Background: an optimization exercise with open tools, aiming at small area, a short achievable clock period and few clock cycles per item. Do not read the settings as production practice. The RTL was checked by simulation tests, not by an equivalence proof against the original design.

==> design.v <==
module radd(input [17:0] r, input [15:0] t, output reg [17:0] s);
  reg [9:0] th, s0, s1;
  reg       c, c0, c1;
  integer   i;
  always @(*) begin
    c = 1'b0;
    for (i = 0; i < 8; i = i + 1) begin
      s[i] = r[i] ^ t[i] ^ c;
      c    = (r[i] & t[i]) | (r[i] & c) | (t[i] & c);
    end
    th = {2'b00, t[15:8]};
    c0 = 1'b0;
    c1 = 1'b1;
    for (i = 0; i < 10; i = i + 1) begin
      s0[i] = r[8+i] ^ th[i] ^ c0;
      c0    = (r[8+i] & th[i]) | (r[8+i] & c0) | (th[i] & c0);
      s1[i] = r[8+i] ^ th[i] ^ c1;
      c1    = (r[8+i] & th[i]) | (r[8+i] & c1) | (th[i] & c1);
    end
    s[17:8] = c ? s1 : s0;
  end
endmodule
module mulb(input [7:0] one, input [7:0] two, input [7:0] neg, input one8,
  input [15:0] b, output reg [31:0] s0, output reg [31:0] s1);
  wire [17:0] bx = {1'b0, b, 1'b0};    
  reg m0_0, m0_1, m0_2, m0_3, m0_4, m0_5, m0_6, m0_7, m0_8, m0_9, m0_10, m0_11, m0_12, m0_13, m0_14, m0_15;
  reg m0_16, m1_0, m1_1, m1_2, m1_3, m1_4, m1_5, m1_6, m1_7, m1_8, m1_9, m1_10, m1_11, m1_12, m1_13, m1_14;
  reg m1_15, m1_16, m2_0, m2_1, m2_2, m2_3, m2_4, m2_5, m2_6, m2_7, m2_8, m2_9, m2_10, m2_11, m2_12, m2_13;
  reg m2_14, m2_15, m2_16, m3_0, m3_1, m3_2, m3_3, m3_4, m3_5, m3_6, m3_7, m3_8, m3_9, m3_10, m3_11, m3_12;
  reg m3_13, m3_14, m3_15, m3_16, m4_0, m4_1, m4_2, m4_3, m4_4, m4_5, m4_6, m4_7, m4_8, m4_9, m4_10, m4_11;
  reg m4_12, m4_13, m4_14, m4_15, m4_16, m5_0, m5_1, m5_2, m5_3, m5_4, m5_5, m5_6, m5_7, m5_8, m5_9, m5_10;
  reg m5_11, m5_12, m5_13, m5_14, m5_15, m5_16, m6_0, m6_1, m6_2, m6_3, m6_4, m6_5, m6_6, m6_7, m6_8, m6_9;
  reg m6_10, m6_11, m6_12, m6_13, m6_14, m6_15, m6_16, m7_0, m7_1, m7_2, m7_3, m7_4, m7_5, m7_6, m7_7, m7_8;
  reg m7_9, m7_10, m7_11, m7_12, m7_13, m7_14, m7_15, m7_16, w1, w2, w3, w4, w5, w6, w7, w8;
  reg w9, w10, w11, w12, w13, w14, w15, w16, w17, w18, w19, w20, w21, w22, w23, w24;
  reg w25, w26, w27, w28, w29, w30, w31, w32, w33, w34, w35, w36, w37, w38, w39, w40;
  reg w41, w42, w43, w44, w45, w46, w47, w48, w49, w50, w51, w52, w53, w54, w55, w56;
  reg w57, w58, w59, w60, w61, w62, w63, w64, w65, w66, w67, w68, w69, w70, w71, w72;
  reg w73, w74, w75, w76, w77, w78, w79, w80, w81, w82, w83, w84, w85, w86, w87, w88;
  reg w89, w90, w91, w92, w93, w94, w95, w96, w97, w98, w99, w100, w101, w102, w103, w104;
  reg w105, w106, w107, w108, w109, w110, w111, w112, w113, w114, w115, w116, w117, w118, w119, w120;
  reg w121, w122, w123, w124, w125, w126, w127, w128, w129, w130, w131, w132, w133, w134, w135, w136;
  reg w137, w138, w139, w140, w141, w142, w143, w144, w145, w146, w147, w148, w149, w150, w151, w152;
  reg w153, w154, w155, w156, w157, w158, w159, w160, w161, w162, w163, w164, w165, w166, w167, w168;
  reg w169, w170, w171, w172, w173, w174, w175, w176, w177, w178, w179, w180, w181, w182, w183, w184;
  reg w185, w186, w187, w188, w189, w190, w191, w192, w193, w194, w195, w196, w197, w198, w199, w200;
  reg w201, w202, w203, w204, w205, w206, w207, w208, w209, w210, w211, w212, w213, w214, w215, w216;
  reg w217, w218, w219, w220, w221, w222, w223, w224, w225, w226, w227, w228, w229, w230, w231, w232;
  reg w233, w234, w235, w236, w237, w238, w239, w240, w241, w242, w243, w244, w245, w246, w247, w248;
  reg w249, w250, w251, w252, w253, w254, w255, w256, w257, w258, w259, w260, w261, w262, w263, w264;
  always @(*) begin
    m0_0 = ((one[0] & bx[1]) | (two[0] & bx[0])) ^ neg[0];
    m0_1 = ((one[0] & bx[2]) | (two[0] & bx[1])) ^ neg[0];
    m0_2 = ((one[0] & bx[3]) | (two[0] & bx[2])) ^ neg[0];
    m0_3 = ((one[0] & bx[4]) | (two[0] & bx[3])) ^ neg[0];
    m0_4 = ((one[0] & bx[5]) | (two[0] & bx[4])) ^ neg[0];
    m0_5 = ((one[0] & bx[6]) | (two[0] & bx[5])) ^ neg[0];
    m0_6 = ((one[0] & bx[7]) | (two[0] & bx[6])) ^ neg[0];
    m0_7 = ((one[0] & bx[8]) | (two[0] & bx[7])) ^ neg[0];
    m0_8 = ((one[0] & bx[9]) | (two[0] & bx[8])) ^ neg[0];
    m0_9 = ((one[0] & bx[10]) | (two[0] & bx[9])) ^ neg[0];
    m0_10 = ((one[0] & bx[11]) | (two[0] & bx[10])) ^ neg[0];
    m0_11 = ((one[0] & bx[12]) | (two[0] & bx[11])) ^ neg[0];
    m0_12 = ((one[0] & bx[13]) | (two[0] & bx[12])) ^ neg[0];
    m0_13 = ((one[0] & bx[14]) | (two[0] & bx[13])) ^ neg[0];
    m0_14 = ((one[0] & bx[15]) | (two[0] & bx[14])) ^ neg[0];
    m0_15 = ((one[0] & bx[16]) | (two[0] & bx[15])) ^ neg[0];
    m0_16 = ((one[0] & bx[17]) | (two[0] & bx[16])) ^ neg[0];
    m1_0 = ((one[1] & bx[1]) | (two[1] & bx[0])) ^ neg[1];
    m1_1 = ((one[1] & bx[2]) | (two[1] & bx[1])) ^ neg[1];
    m1_2 = ((one[1] & bx[3]) | (two[1] & bx[2])) ^ neg[1];
    m1_3 = ((one[1] & bx[4]) | (two[1] & bx[3])) ^ neg[1];
    m1_4 = ((one[1] & bx[5]) | (two[1] & bx[4])) ^ neg[1];
    m1_5 = ((one[1] & bx[6]) | (two[1] & bx[5])) ^ neg[1];
    m1_6 = ((one[1] & bx[7]) | (two[1] & bx[6])) ^ neg[1];
    m1_7 = ((one[1] & bx[8]) | (two[1] & bx[7])) ^ neg[1];
    m1_8 = ((one[1] & bx[9]) | (two[1] & bx[8])) ^ neg[1];
    m1_9 = ((one[1] & bx[10]) | (two[1] & bx[9])) ^ neg[1];
    m1_10 = ((one[1] & bx[11]) | (two[1] & bx[10])) ^ neg[1];
    m1_11 = ((one[1] & bx[12]) | (two[1] & bx[11])) ^ neg[1];
    m1_12 = ((one[1] & bx[13]) | (two[1] & bx[12])) ^ neg[1];
    m1_13 = ((one[1] & bx[14]) | (two[1] & bx[13])) ^ neg[1];
    m1_14 = ((one[1] & bx[15]) | (two[1] & bx[14])) ^ neg[1];
    m1_15 = ((one[1] & bx[16]) | (two[1] & bx[15])) ^ neg[1];
    m1_16 = ((one[1] & bx[17]) | (two[1] & bx[16])) ^ neg[1];
    m2_0 = ((one[2] & bx[1]) | (two[2] & bx[0])) ^ neg[2];
    m2_1 = ((one[2] & bx[2]) | (two[2] & bx[1])) ^ neg[2];
    m2_2 = ((one[2] & bx[3]) | (two[2] & bx[2])) ^ neg[2];
    m2_3 = ((one[2] & bx[4]) | (two[2] & bx[3])) ^ neg[2];
    m2_4 = ((one[2] & bx[5]) | (two[2] & bx[4])) ^ neg[2];
    m2_5 = ((one[2] & bx[6]) | (two[2] & bx[5])) ^ neg[2];
    m2_6 = ((one[2] & bx[7]) | (two[2] & bx[6])) ^ neg[2];
    m2_7 = ((one[2] & bx[8]) | (two[2] & bx[7])) ^ neg[2];
    m2_8 = ((one[2] & bx[9]) | (two[2] & bx[8])) ^ neg[2];
    m2_9 = ((one[2] & bx[10]) | (two[2] & bx[9])) ^ neg[2];
    m2_10 = ((one[2] & bx[11]) | (two[2] & bx[10])) ^ neg[2];
    m2_11 = ((one[2] & bx[12]) | (two[2] & bx[11])) ^ neg[2];
    m2_12 = ((one[2] & bx[13]) | (two[2] & bx[12])) ^ neg[2];
    m2_13 = ((one[2] & bx[14]) | (two[2] & bx[13])) ^ neg[2];
    m2_14 = ((one[2] & bx[15]) | (two[2] & bx[14])) ^ neg[2];
    m2_15 = ((one[2] & bx[16]) | (two[2] & bx[15])) ^ neg[2];
    m2_16 = ((one[2] & bx[17]) | (two[2] & bx[16])) ^ neg[2];
    m3_0 = ((one[3] & bx[1]) | (two[3] & bx[0])) ^ neg[3];
    m3_1 = ((one[3] & bx[2]) | (two[3] & bx[1])) ^ neg[3];
    m3_2 = ((one[3] & bx[3]) | (two[3] & bx[2])) ^ neg[3];
    m3_3 = ((one[3] & bx[4]) | (two[3] & bx[3])) ^ neg[3];
    m3_4 = ((one[3] & bx[5]) | (two[3] & bx[4])) ^ neg[3];
    m3_5 = ((one[3] & bx[6]) | (two[3] & bx[5])) ^ neg[3];
    m3_6 = ((one[3] & bx[7]) | (two[3] & bx[6])) ^ neg[3];
    m3_7 = ((one[3] & bx[8]) | (two[3] & bx[7])) ^ neg[3];
    m3_8 = ((one[3] & bx[9]) | (two[3] & bx[8])) ^ neg[3];
    m3_9 = ((one[3] & bx[10]) | (two[3] & bx[9])) ^ neg[3];
    m3_10 = ((one[3] & bx[11]) | (two[3] & bx[10])) ^ neg[3];
    m3_11 = ((one[3] & bx[12]) | (two[3] & bx[11])) ^ neg[3];
    m3_12 = ((one[3] & bx[13]) | (two[3] & bx[12])) ^ neg[3];
    m3_13 = ((one[3] & bx[14]) | (two[3] & bx[13])) ^ neg[3];
    m3_14 = ((one[3] & bx[15]) | (two[3] & bx[14])) ^ neg[3];
    m3_15 = ((one[3] & bx[16]) | (two[3] & bx[15])) ^ neg[3];
    m3_16 = ((one[3] & bx[17]) | (two[3] & bx[16])) ^ neg[3];
    m4_0 = ((one[4] & bx[1]) | (two[4] & bx[0])) ^ neg[4];
    m4_1 = ((one[4] & bx[2]) | (two[4] & bx[1])) ^ neg[4];
    m4_2 = ((one[4] & bx[3]) | (two[4] & bx[2])) ^ neg[4];
    m4_3 = ((one[4] & bx[4]) | (two[4] & bx[3])) ^ neg[4];
    m4_4 = ((one[4] & bx[5]) | (two[4] & bx[4])) ^ neg[4];
    m4_5 = ((one[4] & bx[6]) | (two[4] & bx[5])) ^ neg[4];
    m4_6 = ((one[4] & bx[7]) | (two[4] & bx[6])) ^ neg[4];
    m4_7 = ((one[4] & bx[8]) | (two[4] & bx[7])) ^ neg[4];
    m4_8 = ((one[4] & bx[9]) | (two[4] & bx[8])) ^ neg[4];
    m4_9 = ((one[4] & bx[10]) | (two[4] & bx[9])) ^ neg[4];
    m4_10 = ((one[4] & bx[11]) | (two[4] & bx[10])) ^ neg[4];
    m4_11 = ((one[4] & bx[12]) | (two[4] & bx[11])) ^ neg[4];
    m4_12 = ((one[4] & bx[13]) | (two[4] & bx[12])) ^ neg[4];
    m4_13 = ((one[4] & bx[14]) | (two[4] & bx[13])) ^ neg[4];
    m4_14 = ((one[4] & bx[15]) | (two[4] & bx[14])) ^ neg[4];
    m4_15 = ((one[4] & bx[16]) | (two[4] & bx[15])) ^ neg[4];
    m4_16 = ((one[4] & bx[17]) | (two[4] & bx[16])) ^ neg[4];
    m5_0 = ((one[5] & bx[1]) | (two[5] & bx[0])) ^ neg[5];
    m5_1 = ((one[5] & bx[2]) | (two[5] & bx[1])) ^ neg[5];
    m5_2 = ((one[5] & bx[3]) | (two[5] & bx[2])) ^ neg[5];
    m5_3 = ((one[5] & bx[4]) | (two[5] & bx[3])) ^ neg[5];
    m5_4 = ((one[5] & bx[5]) | (two[5] & bx[4])) ^ neg[5];
    m5_5 = ((one[5] & bx[6]) | (two[5] & bx[5])) ^ neg[5];
    m5_6 = ((one[5] & bx[7]) | (two[5] & bx[6])) ^ neg[5];
    m5_7 = ((one[5] & bx[8]) | (two[5] & bx[7])) ^ neg[5];
    m5_8 = ((one[5] & bx[9]) | (two[5] & bx[8])) ^ neg[5];
    m5_9 = ((one[5] & bx[10]) | (two[5] & bx[9])) ^ neg[5];
    m5_10 = ((one[5] & bx[11]) | (two[5] & bx[10])) ^ neg[5];
    m5_11 = ((one[5] & bx[12]) | (two[5] & bx[11])) ^ neg[5];
    m5_12 = ((one[5] & bx[13]) | (two[5] & bx[12])) ^ neg[5];
    m5_13 = ((one[5] & bx[14]) | (two[5] & bx[13])) ^ neg[5];
    m5_14 = ((one[5] & bx[15]) | (two[5] & bx[14])) ^ neg[5];
    m5_15 = ((one[5] & bx[16]) | (two[5] & bx[15])) ^ neg[5];
    m5_16 = ((one[5] & bx[17]) | (two[5] & bx[16])) ^ neg[5];
    m6_0 = ((one[6] & bx[1]) | (two[6] & bx[0])) ^ neg[6];
    m6_1 = ((one[6] & bx[2]) | (two[6] & bx[1])) ^ neg[6];
    m6_2 = ((one[6] & bx[3]) | (two[6] & bx[2])) ^ neg[6];
    m6_3 = ((one[6] & bx[4]) | (two[6] & bx[3])) ^ neg[6];
    m6_4 = ((one[6] & bx[5]) | (two[6] & bx[4])) ^ neg[6];
    m6_5 = ((one[6] & bx[6]) | (two[6] & bx[5])) ^ neg[6];
    m6_6 = ((one[6] & bx[7]) | (two[6] & bx[6])) ^ neg[6];
    m6_7 = ((one[6] & bx[8]) | (two[6] & bx[7])) ^ neg[6];
    m6_8 = ((one[6] & bx[9]) | (two[6] & bx[8])) ^ neg[6];
    m6_9 = ((one[6] & bx[10]) | (two[6] & bx[9])) ^ neg[6];
    m6_10 = ((one[6] & bx[11]) | (two[6] & bx[10])) ^ neg[6];
    m6_11 = ((one[6] & bx[12]) | (two[6] & bx[11])) ^ neg[6];
    m6_12 = ((one[6] & bx[13]) | (two[6] & bx[12])) ^ neg[6];
    m6_13 = ((one[6] & bx[14]) | (two[6] & bx[13])) ^ neg[6];
    m6_14 = ((one[6] & bx[15]) | (two[6] & bx[14])) ^ neg[6];
    m6_15 = ((one[6] & bx[16]) | (two[6] & bx[15])) ^ neg[6];
    m6_16 = ((one[6] & bx[17]) | (two[6] & bx[16])) ^ neg[6];
    m7_0 = ((one[7] & bx[1]) | (two[7] & bx[0])) ^ neg[7];
    m7_1 = ((one[7] & bx[2]) | (two[7] & bx[1])) ^ neg[7];
    m7_2 = ((one[7] & bx[3]) | (two[7] & bx[2])) ^ neg[7];
    m7_3 = ((one[7] & bx[4]) | (two[7] & bx[3])) ^ neg[7];
    m7_4 = ((one[7] & bx[5]) | (two[7] & bx[4])) ^ neg[7];
    m7_5 = ((one[7] & bx[6]) | (two[7] & bx[5])) ^ neg[7];
    m7_6 = ((one[7] & bx[7]) | (two[7] & bx[6])) ^ neg[7];
    m7_7 = ((one[7] & bx[8]) | (two[7] & bx[7])) ^ neg[7];
    m7_8 = ((one[7] & bx[9]) | (two[7] & bx[8])) ^ neg[7];
    m7_9 = ((one[7] & bx[10]) | (two[7] & bx[9])) ^ neg[7];
    m7_10 = ((one[7] & bx[11]) | (two[7] & bx[10])) ^ neg[7];
    m7_11 = ((one[7] & bx[12]) | (two[7] & bx[11])) ^ neg[7];
    m7_12 = ((one[7] & bx[13]) | (two[7] & bx[12])) ^ neg[7];
    m7_13 = ((one[7] & bx[14]) | (two[7] & bx[13])) ^ neg[7];
    m7_14 = ((one[7] & bx[15]) | (two[7] & bx[14])) ^ neg[7];
    m7_15 = ((one[7] & bx[16]) | (two[7] & bx[15])) ^ neg[7];
    m7_16 = ((one[7] & bx[17]) | (two[7] & bx[16])) ^ neg[7];
    w1 = m0_10 ^ m1_8;
    w2 = m0_10 & m1_8;
    w3 = m0_11 ^ m1_9;
    w4 = m0_11 & m1_9;
    w5 = m0_12 ^ m1_10 ^ m2_8;
    w6 = (m0_12 & m1_10) | (m0_12 & m2_8) | (m1_10 & m2_8);
    w7 = m3_6 ^ m4_4;
    w8 = m3_6 & m4_4;
    w9 = m0_13 ^ m1_11 ^ m2_9;
    w10 = (m0_13 & m1_11) | (m0_13 & m2_9) | (m1_11 & m2_9);
    w11 = m3_7 ^ m4_5;
    w12 = m3_7 & m4_5;
    w13 = m0_14 ^ m1_12 ^ m2_10;
    w14 = (m0_14 & m1_12) | (m0_14 & m2_10) | (m1_12 & m2_10);
    w15 = m3_8 ^ m4_6 ^ m5_4;
    w16 = (m3_8 & m4_6) | (m3_8 & m5_4) | (m4_6 & m5_4);
    w17 = m6_2 ^ m7_0;
    w18 = m6_2 & m7_0;
    w19 = m0_15 ^ m1_13 ^ m2_11;
    w20 = (m0_15 & m1_13) | (m0_15 & m2_11) | (m1_13 & m2_11);
    w21 = m3_9 ^ m4_7 ^ m5_5;
    w22 = (m3_9 & m4_7) | (m3_9 & m5_5) | (m4_7 & m5_5);
    w23 = m6_3 ^ m7_1;
    w24 = m6_3 & m7_1;
    w25 = m0_16 ^ m1_14 ^ m2_12;
    w26 = (m0_16 & m1_14) | (m0_16 & m2_12) | (m1_14 & m2_12);
    w27 = m3_10 ^ m4_8 ^ m5_6;
    w28 = (m3_10 & m4_8) | (m3_10 & m5_6) | (m4_8 & m5_6);
    w29 = m6_4 ^ m7_2 ^ (one8 & b[0]);
    w30 = (m6_4 & m7_2) | (m6_4 & (one8 & b[0])) | (m7_2 & (one8 & b[0]));
    w31 = m1_15 ^ m2_13 ^ m3_11;
    w32 = (m1_15 & m2_13) | (m1_15 & m3_11) | (m2_13 & m3_11);
    w33 = m4_9 ^ m5_7 ^ m6_5;
    w34 = (m4_9 & m5_7) | (m4_9 & m6_5) | (m5_7 & m6_5);
    w35 = m7_3 ^ (one8 & b[1]) ^ neg[0];
    w36 = (m7_3 & (one8 & b[1])) | (m7_3 & neg[0]) | ((one8 & b[1]) & neg[0]);
    w37 = m1_16 ^ m2_14 ^ m3_12;
    w38 = (m1_16 & m2_14) | (m1_16 & m3_12) | (m2_14 & m3_12);
    w39 = m4_10 ^ m5_8 ^ m6_6;
    w40 = (m4_10 & m5_8) | (m4_10 & m6_6) | (m5_8 & m6_6);
    w41 = m7_4 ^ (one8 & b[2]) ^ neg[0];
    w42 = (m7_4 & (one8 & b[2])) | (m7_4 & neg[0]) | ((one8 & b[2]) & neg[0]);
    w43 = ~neg[1] ^ m2_15 ^ m3_13;
    w44 = (~neg[1] & m2_15) | (~neg[1] & m3_13) | (m2_15 & m3_13);
    w45 = m4_11 ^ m5_9 ^ m6_7;
    w46 = (m4_11 & m5_9) | (m4_11 & m6_7) | (m5_9 & m6_7);
    w47 = m7_5 ^ (one8 & b[3]) ^ ~neg[0];
    w48 = (m7_5 & (one8 & b[3])) | (m7_5 & ~neg[0]) | ((one8 & b[3]) & ~neg[0]);
    w49 = m2_16 ^ m3_14 ^ m4_12;
    w50 = (m2_16 & m3_14) | (m2_16 & m4_12) | (m3_14 & m4_12);
    w51 = m5_10 ^ m6_8 ^ m7_6;
    w52 = (m5_10 & m6_8) | (m5_10 & m7_6) | (m6_8 & m7_6);
    w53 = (one8 & b[4]) ^ 1'b1;
    w54 = (one8 & b[4]) & 1'b1;
    w55 = ~neg[2] ^ m3_15 ^ m4_13;
    w56 = (~neg[2] & m3_15) | (~neg[2] & m4_13) | (m3_15 & m4_13);
    w57 = m5_11 ^ m6_9 ^ m7_7;
    w58 = (m5_11 & m6_9) | (m5_11 & m7_7) | (m6_9 & m7_7);
    w59 = m3_16 ^ m4_14 ^ m5_12;
    w60 = (m3_16 & m4_14) | (m3_16 & m5_12) | (m4_14 & m5_12);
    w61 = m6_10 ^ m7_8;
    w62 = m6_10 & m7_8;
    w63 = ~neg[3] ^ m4_15 ^ m5_13;
    w64 = (~neg[3] & m4_15) | (~neg[3] & m5_13) | (m4_15 & m5_13);
    w65 = m4_16 ^ m5_14;
    w66 = m4_16 & m5_14;
    w67 = m0_6 ^ m1_4;
    w68 = m0_6 & m1_4;
    w69 = m0_7 ^ m1_5;
    w70 = m0_7 & m1_5;
    w71 = m0_8 ^ m1_6 ^ m2_4;
    w72 = (m0_8 & m1_6) | (m0_8 & m2_4) | (m1_6 & m2_4);
    w73 = m3_2 ^ m4_0;
    w74 = m3_2 & m4_0;
    w75 = m0_9 ^ m1_7 ^ m2_5;
    w76 = (m0_9 & m1_7) | (m0_9 & m2_5) | (m1_7 & m2_5);
    w77 = m3_3 ^ m4_1;
    w78 = m3_3 & m4_1;
    w79 = w1 ^ m2_6 ^ m3_4;
    w80 = (w1 & m2_6) | (w1 & m3_4) | (m2_6 & m3_4);
    w81 = m4_2 ^ m5_0 ^ neg[5];
    w82 = (m4_2 & m5_0) | (m4_2 & neg[5]) | (m5_0 & neg[5]);
    w83 = w2 ^ w3 ^ m2_7;
    w84 = (w2 & w3) | (w2 & m2_7) | (w3 & m2_7);
    w85 = m3_5 ^ m4_3 ^ m5_1;
    w86 = (m3_5 & m4_3) | (m3_5 & m5_1) | (m4_3 & m5_1);
    w87 = w4 ^ w5 ^ w7;
    w88 = (w4 & w5) | (w4 & w7) | (w5 & w7);
    w89 = m5_2 ^ m6_0 ^ neg[6];
    w90 = (m5_2 & m6_0) | (m5_2 & neg[6]) | (m6_0 & neg[6]);
    w91 = w6 ^ w8 ^ w9;
    w92 = (w6 & w8) | (w6 & w9) | (w8 & w9);
    w93 = w11 ^ m5_3 ^ m6_1;
    w94 = (w11 & m5_3) | (w11 & m6_1) | (m5_3 & m6_1);
    w95 = w10 ^ w12 ^ w13;
    w96 = (w10 & w12) | (w10 & w13) | (w12 & w13);
    w97 = w15 ^ w17 ^ neg[7];
    w98 = (w15 & w17) | (w15 & neg[7]) | (w17 & neg[7]);
    w99 = w14 ^ w16 ^ w18;
    w100 = (w14 & w16) | (w14 & w18) | (w16 & w18);
    w101 = w19 ^ w21 ^ w23;
    w102 = (w19 & w21) | (w19 & w23) | (w21 & w23);
    w103 = w20 ^ w22 ^ w24;
    w104 = (w20 & w22) | (w20 & w24) | (w22 & w24);
    w105 = w25 ^ w27 ^ w29;
    w106 = (w25 & w27) | (w25 & w29) | (w27 & w29);
    w107 = w26 ^ w28 ^ w30;
    w108 = (w26 & w28) | (w26 & w30) | (w28 & w30);
    w109 = w31 ^ w33 ^ w35;
    w110 = (w31 & w33) | (w31 & w35) | (w33 & w35);
    w111 = w32 ^ w34 ^ w36;
    w112 = (w32 & w34) | (w32 & w36) | (w34 & w36);
    w113 = w37 ^ w39 ^ w41;
    w114 = (w37 & w39) | (w37 & w41) | (w39 & w41);
    w115 = w38 ^ w40 ^ w42;
    w116 = (w38 & w40) | (w38 & w42) | (w40 & w42);
    w117 = w43 ^ w45 ^ w47;
    w118 = (w43 & w45) | (w43 & w47) | (w45 & w47);
    w119 = w44 ^ w46 ^ w48;
    w120 = (w44 & w46) | (w44 & w48) | (w46 & w48);
    w121 = w49 ^ w51 ^ w53;
    w122 = (w49 & w51) | (w49 & w53) | (w51 & w53);
    w123 = w50 ^ w52 ^ w54;
    w124 = (w50 & w52) | (w50 & w54) | (w52 & w54);
    w125 = w55 ^ w57 ^ (one8 & b[5]);
    w126 = (w55 & w57) | (w55 & (one8 & b[5])) | (w57 & (one8 & b[5]));
    w127 = w56 ^ w58 ^ w59;
    w128 = (w56 & w58) | (w56 & w59) | (w58 & w59);
    w129 = w61 ^ (one8 & b[6]) ^ 1'b1;
    w130 = (w61 & (one8 & b[6])) | (w61 & 1'b1) | ((one8 & b[6]) & 1'b1);
    w131 = w60 ^ w62 ^ w63;
    w132 = (w60 & w62) | (w60 & w63) | (w62 & w63);
    w133 = m6_11 ^ m7_9 ^ (one8 & b[7]);
    w134 = (m6_11 & m7_9) | (m6_11 & (one8 & b[7])) | (m7_9 & (one8 & b[7]));
    w135 = w64 ^ w65 ^ m6_12;
    w136 = (w64 & w65) | (w64 & m6_12) | (w65 & m6_12);
    w137 = m7_10 ^ (one8 & b[8]) ^ 1'b1;
    w138 = (m7_10 & (one8 & b[8])) | (m7_10 & 1'b1) | ((one8 & b[8]) & 1'b1);
    w139 = w66 ^ ~neg[4] ^ m5_15;
    w140 = (w66 & ~neg[4]) | (w66 & m5_15) | (~neg[4] & m5_15);
    w141 = m6_13 ^ m7_11 ^ (one8 & b[9]);
    w142 = (m6_13 & m7_11) | (m6_13 & (one8 & b[9])) | (m7_11 & (one8 & b[9]));
    w143 = m5_16 ^ m6_14 ^ m7_12;
    w144 = (m5_16 & m6_14) | (m5_16 & m7_12) | (m6_14 & m7_12);
    w145 = (one8 & b[10]) ^ 1'b1;
    w146 = (one8 & b[10]) & 1'b1;
    w147 = ~neg[5] ^ m6_15 ^ m7_13;
    w148 = (~neg[5] & m6_15) | (~neg[5] & m7_13) | (m6_15 & m7_13);
    w149 = m6_16 ^ m7_14;
    w150 = m6_16 & m7_14;
    w151 = m0_4 ^ m1_2;
    w152 = m0_4 & m1_2;
    w153 = m0_5 ^ m1_3;
    w154 = m0_5 & m1_3;
    w155 = w67 ^ m2_2 ^ m3_0;
    w156 = (w67 & m2_2) | (w67 & m3_0) | (m2_2 & m3_0);
    w157 = w68 ^ w69 ^ m2_3;
    w158 = (w68 & w69) | (w68 & m2_3) | (w69 & m2_3);
    w159 = w70 ^ w71 ^ w73;
    w160 = (w70 & w71) | (w70 & w73) | (w71 & w73);
    w161 = w72 ^ w74 ^ w75;
    w162 = (w72 & w74) | (w72 & w75) | (w74 & w75);
    w163 = w76 ^ w78 ^ w79;
    w164 = (w76 & w78) | (w76 & w79) | (w78 & w79);
    w165 = w80 ^ w82 ^ w83;
    w166 = (w80 & w82) | (w80 & w83) | (w82 & w83);
    w167 = w84 ^ w86 ^ w87;
    w168 = (w84 & w86) | (w84 & w87) | (w86 & w87);
    w169 = w88 ^ w90 ^ w91;
    w170 = (w88 & w90) | (w88 & w91) | (w90 & w91);
    w171 = w92 ^ w94 ^ w95;
    w172 = (w92 & w94) | (w92 & w95) | (w94 & w95);
    w173 = w96 ^ w98 ^ w99;
    w174 = (w96 & w98) | (w96 & w99) | (w98 & w99);
    w175 = w100 ^ w102 ^ w103;
    w176 = (w100 & w102) | (w100 & w103) | (w102 & w103);
    w177 = w104 ^ w106 ^ w107;
    w178 = (w104 & w106) | (w104 & w107) | (w106 & w107);
    w179 = w108 ^ w110 ^ w111;
    w180 = (w108 & w110) | (w108 & w111) | (w110 & w111);
    w181 = w112 ^ w114 ^ w115;
    w182 = (w112 & w114) | (w112 & w115) | (w114 & w115);
    w183 = w116 ^ w118 ^ w119;
    w184 = (w116 & w118) | (w116 & w119) | (w118 & w119);
    w185 = w120 ^ w122 ^ w123;
    w186 = (w120 & w122) | (w120 & w123) | (w122 & w123);
    w187 = w124 ^ w126 ^ w127;
    w188 = (w124 & w126) | (w124 & w127) | (w126 & w127);
    w189 = w128 ^ w130 ^ w131;
    w190 = (w128 & w130) | (w128 & w131) | (w130 & w131);
    w191 = w132 ^ w134 ^ w135;
    w192 = (w132 & w134) | (w132 & w135) | (w134 & w135);
    w193 = w136 ^ w138 ^ w139;
    w194 = (w136 & w138) | (w136 & w139) | (w138 & w139);
    w195 = w140 ^ w142 ^ w143;
    w196 = (w140 & w142) | (w140 & w143) | (w142 & w143);
    w197 = w144 ^ w146 ^ w147;
    w198 = (w144 & w146) | (w144 & w147) | (w146 & w147);
    w199 = w148 ^ w149 ^ (one8 & b[12]);
    w200 = (w148 & w149) | (w148 & (one8 & b[12])) | (w149 & (one8 & b[12]));
    w201 = w150 ^ ~neg[6] ^ m7_15;
    w202 = (w150 & ~neg[6]) | (w150 & m7_15) | (~neg[6] & m7_15);
    w203 = m7_16 ^ (one8 & b[14]);
    w204 = m7_16 & (one8 & b[14]);
    w205 = m0_2 ^ m1_0;
    w206 = m0_2 & m1_0;
    w207 = m0_3 ^ m1_1;
    w208 = m0_3 & m1_1;
    w209 = w151 ^ m2_0 ^ neg[2];
    w210 = (w151 & m2_0) | (w151 & neg[2]) | (m2_0 & neg[2]);
    w211 = w152 ^ w153 ^ m2_1;
    w212 = (w152 & w153) | (w152 & m2_1) | (w153 & m2_1);
    w213 = w154 ^ w155 ^ neg[3];
    w214 = (w154 & w155) | (w154 & neg[3]) | (w155 & neg[3]);
    w215 = w156 ^ w157 ^ m3_1;
    w216 = (w156 & w157) | (w156 & m3_1) | (w157 & m3_1);
    w217 = w158 ^ w159 ^ neg[4];
    w218 = (w158 & w159) | (w158 & neg[4]) | (w159 & neg[4]);
    w219 = w160 ^ w161 ^ w77;
    w220 = (w160 & w161) | (w160 & w77) | (w161 & w77);
    w221 = w162 ^ w163 ^ w81;
    w222 = (w162 & w163) | (w162 & w81) | (w163 & w81);
    w223 = w164 ^ w165 ^ w85;
    w224 = (w164 & w165) | (w164 & w85) | (w165 & w85);
    w225 = w166 ^ w167 ^ w89;
    w226 = (w166 & w167) | (w166 & w89) | (w167 & w89);
    w227 = w168 ^ w169 ^ w93;
    w228 = (w168 & w169) | (w168 & w93) | (w169 & w93);
    w229 = w170 ^ w171 ^ w97;
    w230 = (w170 & w171) | (w170 & w97) | (w171 & w97);
    w231 = w172 ^ w173 ^ w101;
    w232 = (w172 & w173) | (w172 & w101) | (w173 & w101);
    w233 = w174 ^ w175 ^ w105;
    w234 = (w174 & w175) | (w174 & w105) | (w175 & w105);
    w235 = w176 ^ w177 ^ w109;
    w236 = (w176 & w177) | (w176 & w109) | (w177 & w109);
    w237 = w178 ^ w179 ^ w113;
    w238 = (w178 & w179) | (w178 & w113) | (w179 & w113);
    w239 = w180 ^ w181 ^ w117;
    w240 = (w180 & w181) | (w180 & w117) | (w181 & w117);
    w241 = w182 ^ w183 ^ w121;
    w242 = (w182 & w183) | (w182 & w121) | (w183 & w121);
    w243 = w184 ^ w185 ^ w125;
    w244 = (w184 & w185) | (w184 & w125) | (w185 & w125);
    w245 = w186 ^ w187 ^ w129;
    w246 = (w186 & w187) | (w186 & w129) | (w187 & w129);
    w247 = w188 ^ w189 ^ w133;
    w248 = (w188 & w189) | (w188 & w133) | (w189 & w133);
    w249 = w190 ^ w191 ^ w137;
    w250 = (w190 & w191) | (w190 & w137) | (w191 & w137);
    w251 = w192 ^ w193 ^ w141;
    w252 = (w192 & w193) | (w192 & w141) | (w193 & w141);
    w253 = w194 ^ w195 ^ w145;
    w254 = (w194 & w195) | (w194 & w145) | (w195 & w145);
    w255 = w196 ^ w197 ^ (one8 & b[11]);
    w256 = (w196 & w197) | (w196 & (one8 & b[11])) | (w197 & (one8 & b[11]));
    w257 = w198 ^ w199 ^ 1'b1;
    w258 = (w198 & w199) | (w198 & 1'b1) | (w199 & 1'b1);
    w259 = w200 ^ w201 ^ (one8 & b[13]);
    w260 = (w200 & w201) | (w200 & (one8 & b[13])) | (w201 & (one8 & b[13]));
    w261 = w202 ^ w203 ^ 1'b1;
    w262 = (w202 & w203) | (w202 & 1'b1) | (w203 & 1'b1);
    w263 = w204 ^ ~neg[7] ^ (one8 & b[15]);
    w264 = (w204 & ~neg[7]) | (w204 & (one8 & b[15])) | (~neg[7] & (one8 & b[15]));
    s0[0] = m0_0;
    s1[0] = neg[0];
    s0[1] = m0_1;
    s1[1] = 1'b0;
    s0[2] = w205;
    s1[2] = neg[1];
    s0[3] = w206;
    s1[3] = w207;
    s0[4] = w208;
    s1[4] = w209;
    s0[5] = w210;
    s1[5] = w211;
    s0[6] = w212;
    s1[6] = w213;
    s0[7] = w214;
    s1[7] = w215;
    s0[8] = w216;
    s1[8] = w217;
    s0[9] = w218;
    s1[9] = w219;
    s0[10] = w220;
    s1[10] = w221;
    s0[11] = w222;
    s1[11] = w223;
    s0[12] = w224;
    s1[12] = w225;
    s0[13] = w226;
    s1[13] = w227;
    s0[14] = w228;
    s1[14] = w229;
    s0[15] = w230;
    s1[15] = w231;
    s0[16] = w232;
    s1[16] = w233;
    s0[17] = w234;
    s1[17] = w235;
    s0[18] = w236;
    s1[18] = w237;
    s0[19] = w238;
    s1[19] = w239;
    s0[20] = w240;
    s1[20] = w241;
    s0[21] = w242;
    s1[21] = w243;
    s0[22] = w244;
    s1[22] = w245;
    s0[23] = w246;
    s1[23] = w247;
    s0[24] = w248;
    s1[24] = w249;
    s0[25] = w250;
    s1[25] = w251;
    s0[26] = w252;
    s1[26] = w253;
    s0[27] = w254;
    s1[27] = w255;
    s0[28] = w256;
    s1[28] = w257;
    s0[29] = w258;
    s1[29] = w259;
    s0[30] = w260;
    s1[30] = w261;
    s0[31] = w262;
    s1[31] = w263;
  end
endmodule
module cpa32h(input [31:0] a, input [31:0] b, output reg [15:0] s,
  output reg c16, output reg c17, output reg c18, output reg c19);
  reg g0, p0, g1, p1, g2, p2, g3, p3, g4, p4, g5, p5, g6, p6, g7, p7;
  reg g8, p8, g9, p9, g10, p10, g11, p11, g12, p12, g13, p13, g14, p14, g15, p15;
  reg g16, p16, g17, p17, g18, p18, g19, p19, g20, p20, g21, p21, g22, p22, g23, p23;
  reg g24, p24, g25, p25, g26, p26, g27, p27, g28, p28, g29, p29, g30, p30, g31, p31;
  reg G1, G2, P2, G3, P3, G4, P4, G5, P5, G6, P6, G7, P7, G8, P8, G9;
  reg G10, P10, G11, P11, G12, P12, G13, G14, P14, G15, G16, P16, G17, P17, G18, P18;
  reg G19, P19, G20, P20, G21, P21, G22, P22, G23, P23, G24, P24, G25, P25, G26, P26;
  reg G27, P27, G28, P28, G29, P29, G30, P30, G31, P31, G32, P32, G33, P33, G34, P34;
  reg G35, P35, G36, P36, G37, P37, G38, P38, G39, P39, G40, P40, G41, P41, G42, P42;
  reg G43, P43, G44, P44, G45, P45, G46, P46, G47, P47, c20, c21, c22, c23, c24, c25;
  reg c26, c27, c28, c29, c30, c31, c32;
  always @(*) begin
    g0 = a[0] & b[0];
    p0 = a[0] ^ b[0];
    g1 = a[1] & b[1];
    p1 = a[1] ^ b[1];
    g2 = a[2] & b[2];
    p2 = a[2] ^ b[2];
    g3 = a[3] & b[3];
    p3 = a[3] ^ b[3];
    g4 = a[4] & b[4];
    p4 = a[4] ^ b[4];
    g5 = a[5] & b[5];
    p5 = a[5] ^ b[5];
    g6 = a[6] & b[6];
    p6 = a[6] ^ b[6];
    g7 = a[7] & b[7];
    p7 = a[7] ^ b[7];
    g8 = a[8] & b[8];
    p8 = a[8] ^ b[8];
    g9 = a[9] & b[9];
    p9 = a[9] ^ b[9];
    g10 = a[10] & b[10];
    p10 = a[10] ^ b[10];
    g11 = a[11] & b[11];
    p11 = a[11] ^ b[11];
    g12 = a[12] & b[12];
    p12 = a[12] ^ b[12];
    g13 = a[13] & b[13];
    p13 = a[13] ^ b[13];
    g14 = a[14] & b[14];
    p14 = a[14] ^ b[14];
    g15 = a[15] & b[15];
    p15 = a[15] ^ b[15];
    g16 = a[16] & b[16];
    p16 = a[16] ^ b[16];
    g17 = a[17] & b[17];
    p17 = a[17] ^ b[17];
    g18 = a[18] & b[18];
    p18 = a[18] ^ b[18];
    g19 = a[19] & b[19];
    p19 = a[19] ^ b[19];
    g20 = a[20] & b[20];
    p20 = a[20] ^ b[20];
    g21 = a[21] & b[21];
    p21 = a[21] ^ b[21];
    g22 = a[22] & b[22];
    p22 = a[22] ^ b[22];
    g23 = a[23] & b[23];
    p23 = a[23] ^ b[23];
    g24 = a[24] & b[24];
    p24 = a[24] ^ b[24];
    g25 = a[25] & b[25];
    p25 = a[25] ^ b[25];
    g26 = a[26] & b[26];
    p26 = a[26] ^ b[26];
    g27 = a[27] & b[27];
    p27 = a[27] ^ b[27];
    g28 = a[28] & b[28];
    p28 = a[28] ^ b[28];
    g29 = a[29] & b[29];
    p29 = a[29] ^ b[29];
    g30 = a[30] & b[30];
    p30 = a[30] ^ b[30];
    g31 = a[31] & b[31];
    p31 = a[31] ^ b[31];
    G1 = g1 | (p1 & g0);
    G2 = g3 | (p3 & g2);
    P2 = p3 & p2;
    G3 = g5 | (p5 & g4);
    P3 = p5 & p4;
    G4 = g7 | (p7 & g6);
    P4 = p7 & p6;
    G5 = g9 | (p9 & g8);
    P5 = p9 & p8;
    G6 = g11 | (p11 & g10);
    P6 = p11 & p10;
    G7 = g13 | (p13 & g12);
    P7 = p13 & p12;
    G8 = g15 | (p15 & g14);
    P8 = p15 & p14;
    G9 = G2 | (P2 & G1);
    G10 = G4 | (P4 & G3);
    P10 = P4 & P3;
    G11 = G6 | (P6 & G5);
    P11 = P6 & P5;
    G12 = G8 | (P8 & G7);
    P12 = P8 & P7;
    G13 = G10 | (P10 & G9);
    G14 = G12 | (P12 & G11);
    P14 = P12 & P11;
    G15 = G14 | (P14 & G13);
    c16 = G15;
    G16 = g17 | (p17 & g16);
    P16 = p17 & p16;
    G17 = g19 | (p19 & g18);
    P17 = p19 & p18;
    G18 = g21 | (p21 & g20);
    P18 = p21 & p20;
    G19 = g23 | (p23 & g22);
    P19 = p23 & p22;
    G20 = g25 | (p25 & g24);
    P20 = p25 & p24;
    G21 = g27 | (p27 & g26);
    P21 = p27 & p26;
    G22 = g29 | (p29 & g28);
    P22 = p29 & p28;
    G23 = g31 | (p31 & g30);
    P23 = p31 & p30;
    G24 = g18 | (p18 & G16);
    P24 = p18 & P16;
    G25 = G17 | (P17 & G16);
    P25 = P17 & P16;
    G26 = g22 | (p22 & G18);
    P26 = p22 & P18;
    G27 = G19 | (P19 & G18);
    P27 = P19 & P18;
    G28 = g26 | (p26 & G20);
    P28 = p26 & P20;
    G29 = G21 | (P21 & G20);
    P29 = P21 & P20;
    G30 = g30 | (p30 & G22);
    P30 = p30 & P22;
    G31 = G23 | (P23 & G22);
    P31 = P23 & P22;
    G32 = g20 | (p20 & G25);
    P32 = p20 & P25;
    G33 = G18 | (P18 & G25);
    P33 = P18 & P25;
    G34 = G26 | (P26 & G25);
    P34 = P26 & P25;
    G35 = G27 | (P27 & G25);
    P35 = P27 & P25;
    G36 = g28 | (p28 & G29);
    P36 = p28 & P29;
    G37 = G22 | (P22 & G29);
    P37 = P22 & P29;
    G38 = G30 | (P30 & G29);
    P38 = P30 & P29;
    G39 = G31 | (P31 & G29);
    P39 = P31 & P29;
    G40 = g24 | (p24 & G35);
    P40 = p24 & P35;
    G41 = G20 | (P20 & G35);
    P41 = P20 & P35;
    G42 = G28 | (P28 & G35);
    P42 = P28 & P35;
    G43 = G29 | (P29 & G35);
    P43 = P29 & P35;
    G44 = G36 | (P36 & G35);
    P44 = P36 & P35;
    G45 = G37 | (P37 & G35);
    P45 = P37 & P35;
    G46 = G38 | (P38 & G35);
    P46 = P38 & P35;
    G47 = G39 | (P39 & G35);
    P47 = P39 & P35;
    c17 = g16 | (p16 & c16);
    c18 = G16 | (P16 & c16);
    c19 = G24 | (P24 & c16);
    c20 = G25 | (P25 & c16);
    c21 = G32 | (P32 & c16);
    c22 = G33 | (P33 & c16);
    c23 = G34 | (P34 & c16);
    c24 = G35 | (P35 & c16);
    c25 = G40 | (P40 & c16);
    c26 = G41 | (P41 & c16);
    c27 = G42 | (P42 & c16);
    c28 = G43 | (P43 & c16);
    c29 = G44 | (P44 & c16);
    c30 = G45 | (P45 & c16);
    c31 = G46 | (P46 & c16);
    c32 = G47 | (P47 & c16);
    s[0] = p16 ^ c16;
    s[1] = p17 ^ c17;
    s[2] = p18 ^ c18;
    s[3] = p19 ^ c19;
    s[4] = p20 ^ c20;
    s[5] = p21 ^ c21;
    s[6] = p22 ^ c22;
    s[7] = p23 ^ c23;
    s[8] = p24 ^ c24;
    s[9] = p25 ^ c25;
    s[10] = p26 ^ c26;
    s[11] = p27 ^ c27;
    s[12] = p28 ^ c28;
    s[13] = p29 ^ c29;
    s[14] = p30 ^ c30;
    s[15] = p31 ^ c31;
  end
endmodule
module Exponential(input clk, rst, start, input [15:0] x,
                   output done, output [1:0] intpart, output [15:0] fracpart);
  reg        busy;
  reg [3:0]  step;
  reg [7:0]  one, two, neg;    
  reg        one8;             
  reg [15:0] t;       
  reg [17:0] r;       
  reg        acc;     
  wire [31:0] p0, p1;
  mulb mul(.one(one), .two(two), .neg(neg), .one8(one8), .b(t), .s0(p0), .s1(p1));
  wire [15:0] p;
  wire        c16, c17, c18, c19;
  cpa32h cpa(.a(p0), .b(p1), .s(p), .c16(c16), .c17(c17), .c18(c18), .c19(c19));
  reg [15:0] q;
  always @(*) begin
    case (step)
      4'd0:    q = {1'b0, p[15:1]};
      4'd3:    q = {2'b0, p[15:2]};
      4'd10:   q = {3'b0, p[15:3]};
      default: q = p;
    endcase
  end
  wire q_term = (step == 4'd0) | (step == 4'd2) | (step == 4'd3) | (step == 4'd5) |
                (step == 4'd7) | (step == 4'd9) | (step == 4'd10);
  wire tz     = (t == 16'd0);    
  wire small3 = (t[15:3] == 13'd0);
  wire cz     = ((step == 4'd2) & small3 & (t[2:0] <= 3'd3)) |    
                ((step == 4'd5) & small3 & (t[2:0] <= 3'd5)) |    
                ((step == 4'd7) & small3 & (t[2:0] <= 3'd6)) |    
                ((step == 4'd9) & small3);                        
  wire fin    = tz | cz;         
  wire go     = start & done;
  reg [15:0] y_next;
  always @(*) begin
    case (step)
      4'd1:    y_next = 16'h5555;
      4'd4:    y_next = 16'h3333;
      4'd6:    y_next = 16'h2AAA;
      4'd8:    y_next = 16'h2492;
      default: y_next = x;
    endcase
  end
  wire [15:0] y = go ? x : y_next;
  wire [16:0] ym = {y, 1'b0};    
  wire [7:0]  one_n, two_n, neg_n;
  genvar j;
  generate
    for (j = 0; j < 8; j = j + 1) begin : enc
      assign one_n[j] = ym[2*j+1] ^ ym[2*j];
      assign two_n[j] = (ym[2*j+2] & ~ym[2*j+1] & ~ym[2*j]) | (~ym[2*j+2] & ym[2*j+1] & ym[2*j]);
      assign neg_n[j] = ym[2*j+2];
    end
  endgenerate
  assign {intpart, fracpart} = r;
  wire [17:0] rsum;
  radd ra(.r(r), .t(acc ? t : 16'd0), .s(rsum));
  assign done = ~busy | fin;
  wire [15:0] bw;       
  wire [15:0] xd;       
  assign bw[1] = 1'b1;
  assign xd[0] = x[0];
  generate
    for (j = 1; j < 16; j = j + 1) begin : dec
      assign xd[j] = x[j] ^ bw[j];
      if (j < 15) begin : b
        assign bw[j+1] = bw[j] & ~x[j];
      end
    end
  endgenerate
  assign bw[0] = 1'b0;
  wire [15:0] t0 = (bw[15] & ~x[15]) ? 16'd0 : xd;
  always @(posedge clk or posedge rst) begin
    if (rst)
      busy <= 1'b0;
    else if (go)
      busy <= 1'b1;
    else if (fin | (step == 4'd11))
      busy <= 1'b0;
  end
  always @(posedge clk) begin
    step <= go ? 4'd0 : step + 4'd1;
    one  <= one_n;
    two  <= two_n;
    neg  <= neg_n;
    one8 <= y[15];
    t    <= go ? t0 : q;
    acc  <= go | q_term;
    if (go)
      r <= 18'h0FFFF;
    else if (busy)
      r <= rsum;
  end
endmodule
==> run.sh <==
#!/bin/bash
# synth_recipe.tcl (not shown) runs the flow's synth.tcl, then flattens the netlist and writes it again
# the make line also repeats each setting of config.mk as NAME=value (left out here)
make -C /OpenROAD-flow-scripts/flow DESIGN_CONFIG=/design/flow/config.mk WORK_HOME=/design/flow/orfs CLKGATE_MAP_FILE= SYNTH_SCRIPT=/design/flow/synth_recipe.tcl finish
==> config.mk <==
export PLATFORM = sky130hd
export DESIGN_NAME = Exponential
export DESIGN_NICKNAME = Exponential
export VERILOG_FILES = /design/flow/design.v
export SDC_FILE = /design/flow/constraint.sdc
export NUM_CORES = 4
export LEC_CHECK = 0
export CAP_MARGIN = 20
export CORE_MARGIN = 2
export CORE_UTILIZATION = 60
export CTS_BUF_LIST = sky130_fd_sc_hd__clkbuf_4 sky130_fd_sc_hd__clkbuf_8
export CTS_CLUSTER_SIZE = 40
export SETUP_SLACK_MARGIN = 3
export SLEW_MARGIN = 20
==> constraint.sdc <==
create_clock -name core_clock -period 9.0 [get_ports {clk}]
set_input_delay 1.8000 -clock core_clock [delete_from_list [all_inputs] [get_ports {clk}]]
set_output_delay 1.8000 -clock core_clock [all_outputs]
set_load 0.01 [all_outputs]
==> impl_metrics.yaml, run 1 <==
yosys:
  synth_top_family_by_area: "adder cells"
  ys.flop_type: "dfxtp_1"
  synthesis.area_um2: 9860
  synthMuxAreaShare_pct: 2.14
  synthAdderAreaFrac_pct: 32.1
  synth_compound_area_share_pct: 18.2
  netlist_top_cells_count: "inv_1 (145), xnor2_1 (120), a22oi_1 (119), fa_1 (110)"
  yosysUniqueCellTypes: 62
  synth_top_area_cell: "fa_1"
  synth_edf_count: 0
  yosysMostFrequentCell: "inv_1"
  syn_area_per_cell_um2: 8.63
  synth.top_cell.area_share_pct: 22.3
  netlist_instances: 1142
  syn_nets: 1348
  yosys_warnings: 4
  synth_simple_gate_area_share_pct: 10.4
  synth_xor_area_share_pct: 14.8
  yosysSeqAreaShare_pct: 13.0
  ys_ff_latch: 64
  async_reset_ff_share_pct: 1.56
  synth_area_leaders: "fa_1 (22%), dfxtp_1 (13%), xnor2_1 (11%)"
sta:
  relSlewSlack_pct: 41.9
  setup_violations: 0
  fin_worst_hold_slack_ns: 0.492
  slew_violations: 0
  fin_setup_tns_ns: 0
  worst_slew_pin_slew_ns: 0.872
  grt_setup_unrepaired: "true"
  hold_viol: 0
  finClkSkew_ns: 0.0175
  fmax_mhz: 172
  post-route-period-util_pct: 64.6
  finalCriticalPeriod_ns: 5.81
worst_setup_path:
  path_buf_inv: 2
  required_ns: 9.28
  cp_common_cell: "fa_1"
  crit_family: "adder cells"
  rr_startpoint: "neg[2]"
  reg2reg_depth: 18
  worstSetupPathType: "reg -> reg"
  path_max_fanout: 10
  path_cells: "buf_6 -> xor2_1 -> fa_1 -> fa_1 -> fa_1 -> fa_1 -> inv_1 -> ha_1 -> nand4_1 -> nor3_1 -> or3_4 -> or4_4 -> a31o_4 -> a21o_1 -> a21o_1 -> xor2_1 -> a222oi_1 -> o221ai_1"
  critPathLaunchType: "register"
  max_stage_delay_ns: 0.52
  rrSetupSlack_ns: 3.19
  endpoint_kind: "register"
  crit_path_top_delay_cell: "fa_1"
  reg2reg_to: "t[7]"
  worstPathArrival_ns: 6.10
cells_and_area:
  drive_gt1_share_pct: 8.69
  syn_to_final_growth_pct: 9.26
  diodes: 0
  finalInstanceArea_um2: 10800
  fin_nets: 1340
clock_network:
  htreeDepth: 3
  cts_buffers: 9
  cts_sinks: 64
  clk_path_buf_depth: 2
  cts_tree: "yes"
  root_buffer: "clkbuf_8"
  cts_hold_buf: 0
  clock_latency_ns: 0.37
  path_clk_slew_ns: 0.08
placement:
  io_buffer_count: 37
  place_congestion: 0.911
  postPlaceCellArea_um2: 10400
  hpwl_um: 20700
detailed_routing:
  wl_per_cell_um: 20.9
  vias_per_cell: 6.20
  drtIter0Drc: 750
  drc_errors: 0
  vias: 8399
  ant_nets: 0
  wirelength_um: 28300
  drt_pass1_iterations: 5
hold_path:
  worstHoldEndpoint: "step[0]"
  worstHoldStart: "step[0]"
  hold_path.class: "reg -> reg"
  hold_path_depth: 1
floorplanning:
  die_h_um: 132
  die_width_um: 132
  dieArea_um2: 17500
  num_rows: 46
  boundaryPins: 38
  start_util_pct: 61.6
  coreArea_um2: 16000
global_route:
  grt_max_degree: 36
  overflow: 0
  track_usage_pct: 32.8
  grt_pass1_wl_um: 44700
  antenna_found_initial: 0
  first_global_vias: 8314
job:
  cap_violations: 0
run_status:
  outcome: "no timing/DRC/antenna violations"
cells in the final DEF, fill, tap and decap left out, types with 3 or more instances in the layout:
cell type,instances
xnor2_1,120
dfxtp_1,40
buf_6,4
o22ai_1,10
mux2i_1,20
a211oi_1,6
nor2_1,52
nand2b_1,6
a221oi_1,6
o21ai_1,3
nand3_1,16
fa_1,109
clkbuf_8,10
nand2_1,67
nor3b_1,3
o21ai_0,18
buf_4,31
and2_1,31
clkinvlp_4,3
a21oi_1,23
xor2_1,47
dfxtp_4,8
dfxtp_2,15
nor3_1,7
a22oi_1,117
nand4_1,4
or2_2,6
or3_1,5
ha_1,77
clkdlybuf4s50_1,37
and3_1,4
nor2b_1,8
a21oi_2,3
a21o_1,16
o221ai_1,9
o211ai_1,4
inv_1,145
o21bai_1,4
flip-flops by register name, indices dropped and copies added (netlist names):
name  flops
acc       1
busy      1
neg       8
one       8
r        18
step      4
t        16
two       8
cells by family (layout without fill, tap and decap cells):
family          count (synthesis)  in the layout
compound gates                249            249
buf+inv                       240            237
simple gates                  214            214
fa+ha+maj                     187            187
xor+xnor                      167            167
flops                          64             64
mux                            21             21
worst max path at each step:
stage	start	to	slack (ns)	cells past startpoint
after global placement	neg[0]	t[9]	2.59	18
after global routing	neg[2]	t[7]	2.90	18
after CTS	t[8]	t[6]	3.02	19
after detailed placement	neg[0]	t[9]	2.47	18
final	neg[2]	t[7]	3.19	18
after floorplan	neg[1]	t[7]	3.04	20
what timing repair did:
item	CTS	global route
gates resized for setup	16	34
pin swaps	0	8
setup buffers	0	5
setup endpoints to repair	16	16
metrics by stage:
| stage | worst slack [ns] | utilization, % | instances |
|---|---|---|---|
| 3_5_place_dp | 2.47 | 64.8 | 1334 |
| 4_1_cts | 3.02 | 66.4 | 1350 |
| 6_report | 3.19 | 67.3 | 1355 |
| 2_1_floorplan | 3.04 | - | 1142 |
| 5_1_grt | 2.90 | 67.3 | 1355 |
| 3_3_place_gp | 2.59 | 64.8 | 1334 |
layer usage:
layer / wire length [um] / share of wire, % / track usage (%)
met5: 0 / 0 / 0
met2: 13500 / 48 / 54.0
met4: 1330 / 4.7 / 14.6
met3: 2300 / 8.1 / 5.92
met1: 11200 / 40 / 42.2
layout make-up:
type	count	area, um2
multi-input cells	838	7720
fillers	1396	5230
well taps	216	270
clock buffers	11	145
flip-flops and latches	64	1340
clock inverters	5	80.1
repair buffers	73	663
inverters	148	562
Testbench counts, summed over its fixed seeds: cycles 3,338, items 384.
==> run 2: changes to the inputs <==
--- a/design.v
+++ b/design.v
@@ -745,9 +745,20 @@
                 (step == 4'd7) | (step == 4'd9) | (step == 4'd10);
-  wire tz     = (t == 16'd0);    
-  wire small3 = (t[15:3] == 13'd0);
-  wire cz     = ((step == 4'd2) & small3 & (t[2:0] <= 3'd3)) |    
-                ((step == 4'd5) & small3 & (t[2:0] <= 3'd5)) |    
-                ((step == 4'd7) & small3 & (t[2:0] <= 3'd6)) |    
-                ((step == 4'd9) & small3);                        
-  wire fin    = tz | cz;         
+  reg [3:0] thr;
+  always @(*) begin
+    case (step)
+      4'd0:    thr = 4'd2;
+      4'd1:    thr = 4'd4;
+      4'd2:    thr = 4'd3;
+      4'd3:    thr = 4'd4;
+      4'd4:    thr = 4'd6;
+      4'd5:    thr = 4'd5;
+      4'd6:    thr = 4'd7;
+      4'd7:    thr = 4'd6;
+      4'd8:    thr = 4'd8;
+      4'd9:    thr = 4'd7;
+      4'd10:   thr = 4'd8;
+      default: thr = 4'd15;
+    endcase
+  end
+  wire fin = (step == 4'd11) | ((t[15:4] == 12'd0) & (t[3:0] <= thr));
   wire go     = start & done;
@@ -774,5 +785,6 @@
   endgenerate
-  assign {intpart, fracpart} = r;
   wire [17:0] rsum;
-  radd ra(.r(r), .t(acc ? t : 16'd0), .s(rsum));
+  radd ra(.r(r), .t((acc & busy) ? t : 16'd0), .s(rsum));
+  wire [3:0] tlo = (acc & busy) ? t[3:0] : 4'd0;
+  assign {intpart, fracpart} = r + {14'd0, tlo};
   assign done = ~busy | fin;
@@ -797,3 +809,3 @@
       busy <= 1'b1;
-    else if (fin | (step == 4'd11))
+    else if (fin)
       busy <= 1'b0;
@@ -808,6 +820,3 @@
     acc  <= go | q_term;
-    if (go)
-      r <= 18'h0FFFF;
-    else if (busy)
-      r <= rsum;
+    r    <= go ? 18'h0FFFF : rsum;
   end
--- a/config.mk
+++ b/config.mk
@@ -9,3 +9,3 @@
 export CORE_MARGIN = 2
-export CORE_UTILIZATION = 60
+export CORE_UTILIZATION = 50
 export CTS_BUF_LIST = sky130_fd_sc_hd__clkbuf_4 sky130_fd_sc_hd__clkbuf_8
==> run 2 against run 1 <==
Still clean. Critical path depth is 2 higher. Utilization shrank 12 points. Worst hold slack better by 0.032 ns. Routed wire length rose by 3.6%. Non-clock buffer count down 10. Count of clock-buffer cells in the layout decreased by 2. Largest cell class unchanged.
==> impl_metrics.yaml, run 2 <==
run_status:
  outcome: "no timing/DRC/antenna violations"
floorplanning:
  dieArea_um2: 22000
  boundaryPins: 38
  die_h_um: 148
  num_rows: 52
  start_util_pct: 51.2
  die_width_um: 148
  coreArea_um2: 20400
sta:
  relSlewSlack_pct: 24.0
  finalWorstSetupSlack_ns: 3.21
  grt_setup_unrepaired: "true"
  worst_slew_pin_slew_ns: 1.13
  hold_viol: 0
  fin_setup_tns_ns: 0
  post-route-period-util_pct: 64.3
  slew_violations: 0
  finClkSkew_ns: 0.0200
  setup_violations: 0
  finalCriticalPeriod_ns: 5.79
  fmax_mhz: 173
global_route:
  first_global_vias: 8597
  antenna_found_initial: 0
  overflow: 0
  track_usage_pct: 27.6
  grt_max_degree: 37
  grt_pass1_wl_um: 47400
yosys:
  syn_area_per_cell_um2: 8.68
  synth_compound_area_share_pct: 18.4
  synth_edf_count: 0
  netlist_top_cells_count: "inv_1 (153), xnor2_1 (138), a22oi_1 (121), fa_1 (110), ha_1 (86)"
  syn_nets: 1416
  async_reset_ff_share_pct: 1.47
  ys.flop_type: "dfxtp_1"
  synth_top_area_cell: "fa_1"
  netlist_instances: 1201
  yosys_warnings: 4
  synth_top_family_by_area: "adder cells"
  synth_area_leaders: "fa_1 (21%), dfxtp_1 (13%), xnor2_1 (12%)"
  yosysUniqueCellTypes: 78
  yosysMostFrequentCell: "inv_1"
  synth_xor_area_share_pct: 15.4
  synthMuxAreaShare_pct: 1.26
  synthAdderAreaFrac_pct: 31.4
  synth.top_cell.area_share_pct: 21.1
  synthesis.area_um2: 10400
  yosysSeqAreaShare_pct: 13.1
  ys_ff_latch: 68
  synth_simple_gate_area_share_pct: 10.9
worst_setup_path:
  path_buf_inv: 0
  endpoint_kind: "register"
  critPathLaunchType: "register"
  worstPathArrival_ns: 6.03
  cp_common_cell: "fa_1"
  crit_path_top_delay_cell: "dfrtp_2"
  path_cells: "and3_1 -> ha_1 -> fa_1 -> fa_1 -> fa_1 -> fa_1 -> fa_1 -> fa_1 -> fa_1 -> or2_2 -> a31oi_2 -> o21bai_1 -> a21oi_1 -> o21bai_1 -> a21oi_2 -> o21bai_1 -> a21o_1 -> ha_1 -> xnor2_1 -> nor2_1"
  path_max_fanout: 15
  rrSetupSlack_ns: 3.21
  required_ns: 9.24
  max_stage_delay_ns: 0.51
  worstSetupPathType: "reg -> reg"
  crit_family: "adder cells"
cells_and_area:
  top_register: "r"
  largest_registers: "r (18), t (16)"
  final_cell_mix: "inv_1 (153), xnor2_1 (138), a22oi_1 (121)"
  layout_commonest_cell: "inv_1"
  fin_nets: 1392
  n_fill_cell: 1881
  finalInstanceArea_um2: 11300
  largest_reg_flops: 18
  drive_gt1_share_pct: 8.29
  syn_to_final_growth_pct: 8.23
  diodes: 0
detailed_routing:
  drt_pass1_iterations: 7
  ant_nets: 0
  wl_per_cell_um: 20.2
  vias_per_cell: 5.86
  vias: 8506
  wirelength_um: 29300
  drtIter0Drc: 736
  drc_errors: 0
clock_network:
  cts_tree: "yes"
  cts_hold_buf: 0
  clk_path_buf_depth: 2
  path_clk_slew_ns: 0.08
  cts_buffers: 9
  htreeDepth: 3
  clock_latency_ns: 0.37
  cts_sinks: 68
  root_buffer: "clkbuf_8"
placement:
  place_congestion: 0.862
  pre_cts_slack_ns: 2.61
  hpwl_um: 21300
  postPlaceCellArea_um2: 10900
  io_buffer_count: 37
job:
  cap_violations: 0
hold_path:
  hold_path.class: "reg -> reg"
## run 2: cell count changes after synthesis, sizes merged, moves of 9 or more
cell	before	now
ha	77	86
xnor2	120	138
and3	4	20
a21oi	26	36
and2	31	16
## run 2: layer usage
| layer | up-vias | part of all wire [%] | global-route usage [%] |
|---|---|---|---|
| met5 | - | 0 | 0 |
| met4 | 0 | 2.6 | 7.76 |
| met1 | 4197 | 43 | 37.3 |
| met3 | 49 | 6.5 | 4.48 |
| met2 | 296 | 48 | 46.1 |
| li1 | 3964 | - | - |
## run 2: worst paths after layout
| path | endpoint | cells past startpoint | startpoint |
|---|---|---|---|
| setup / recovery | r[17] | 20 | busy |
| hold / removal | step[0] | 1 | step[0] |
| setup reg to reg | r[17] | 20 | busy |
| hold reg to reg | step[0] | 1 | step[0] |
| max in group asynchronous | busy | 2 | rst |
| min in group asynchronous | busy | 2 | rst |
## run 2: repair_timing
item,in CTS,in global routing
gates resized for setup,10,23
setup buffers,0,4
pin swaps,0,1
cloned,0,0
setup endpoints to repair,16,18
## run 2: logic make-up (layout without fill, tap and decap cells)
logic type,count (synthesis),count (layout)
mux,13,13
flops,68,68
compound gates,257,257
buf+inv,255,236
simple gates,229,229
xor+xnor,183,183
fa+ha+maj,196,196
## run 2: metrics by stage
| stage | util, % | std cells | hold slack [ns] |
|---|---|---|---|
| 4_1_cts | 55.0 | 1448 | 0.529 |
| 3_5_place_dp | 53.6 | 1432 | 0.509 |
| 3_3_place_gp | 53.6 | 1432 | 0.509 |
| 6_report | 55.4 | 1452 | 0.524 |
| 5_1_grt | 55.4 | 1452 | 0.555 |
| 2_1_floorplan | - | 1201 | 0.468 |
## run 2: final cells by class
| cell class | instances | area [um2] | area share (%) |
|---|---|---|---|
| clock inverters | 7 | 146 | 1.30 |
| repair buffers | 63 | 566 | 5.01 |
| inverters | 157 | 597 | 5.29 |
| multi-input cells | 878 | 8110 | 71.9 |
| flip-flops and latches | 68 | 1400 | 12.4 |
| clock buffers | 9 | 124 | 1.10 |
| well taps | 270 | 338 | 2.99 |
Testbench counts of run 2, summed over its fixed seeds: cycles 3,058, items 384.

[separate check: timing with driven ports]
The results above use ideal ports. As a check the final layouts listed here were re-extracted and re-timed, cells and wires unchanged.
Step 1 (the two cells are an assumption about what drives the block):
set clk [get_ports {clk}]
set_driving_cell -lib_cell sky130_fd_sc_hd__clkbuf_16 $clk
set_driving_cell -lib_cell sky130_fd_sc_hd__buf_2 [delete_from_list [all_inputs] $clk]
Step 2 moves the port delays by t, midway between the first and last clock arrival at a register: inputs arrive t later, outputs are due t later. That takes back most of the time a late clock gives input paths.
a / b / c = ideal ports / drivers / drivers and shift; a / b = the first two.
run	t (ns)	setup slack, ns	hold WS [ns]	clock arrival spread, ns	slew at the worst register clock pin (ns)
run 1	0.395	3.188 / 3.188 / 3.188	0.492 / 0.492 / 0.492	0.020 / 0.020	0.09 / 0.09
run 2	0.397	3.211 / 3.211 / 3.211	0.524 / 0.524 / 0.524	0.020 / 0.020	0.09 / 0.09
After both steps every run listed still meets setup and hold.
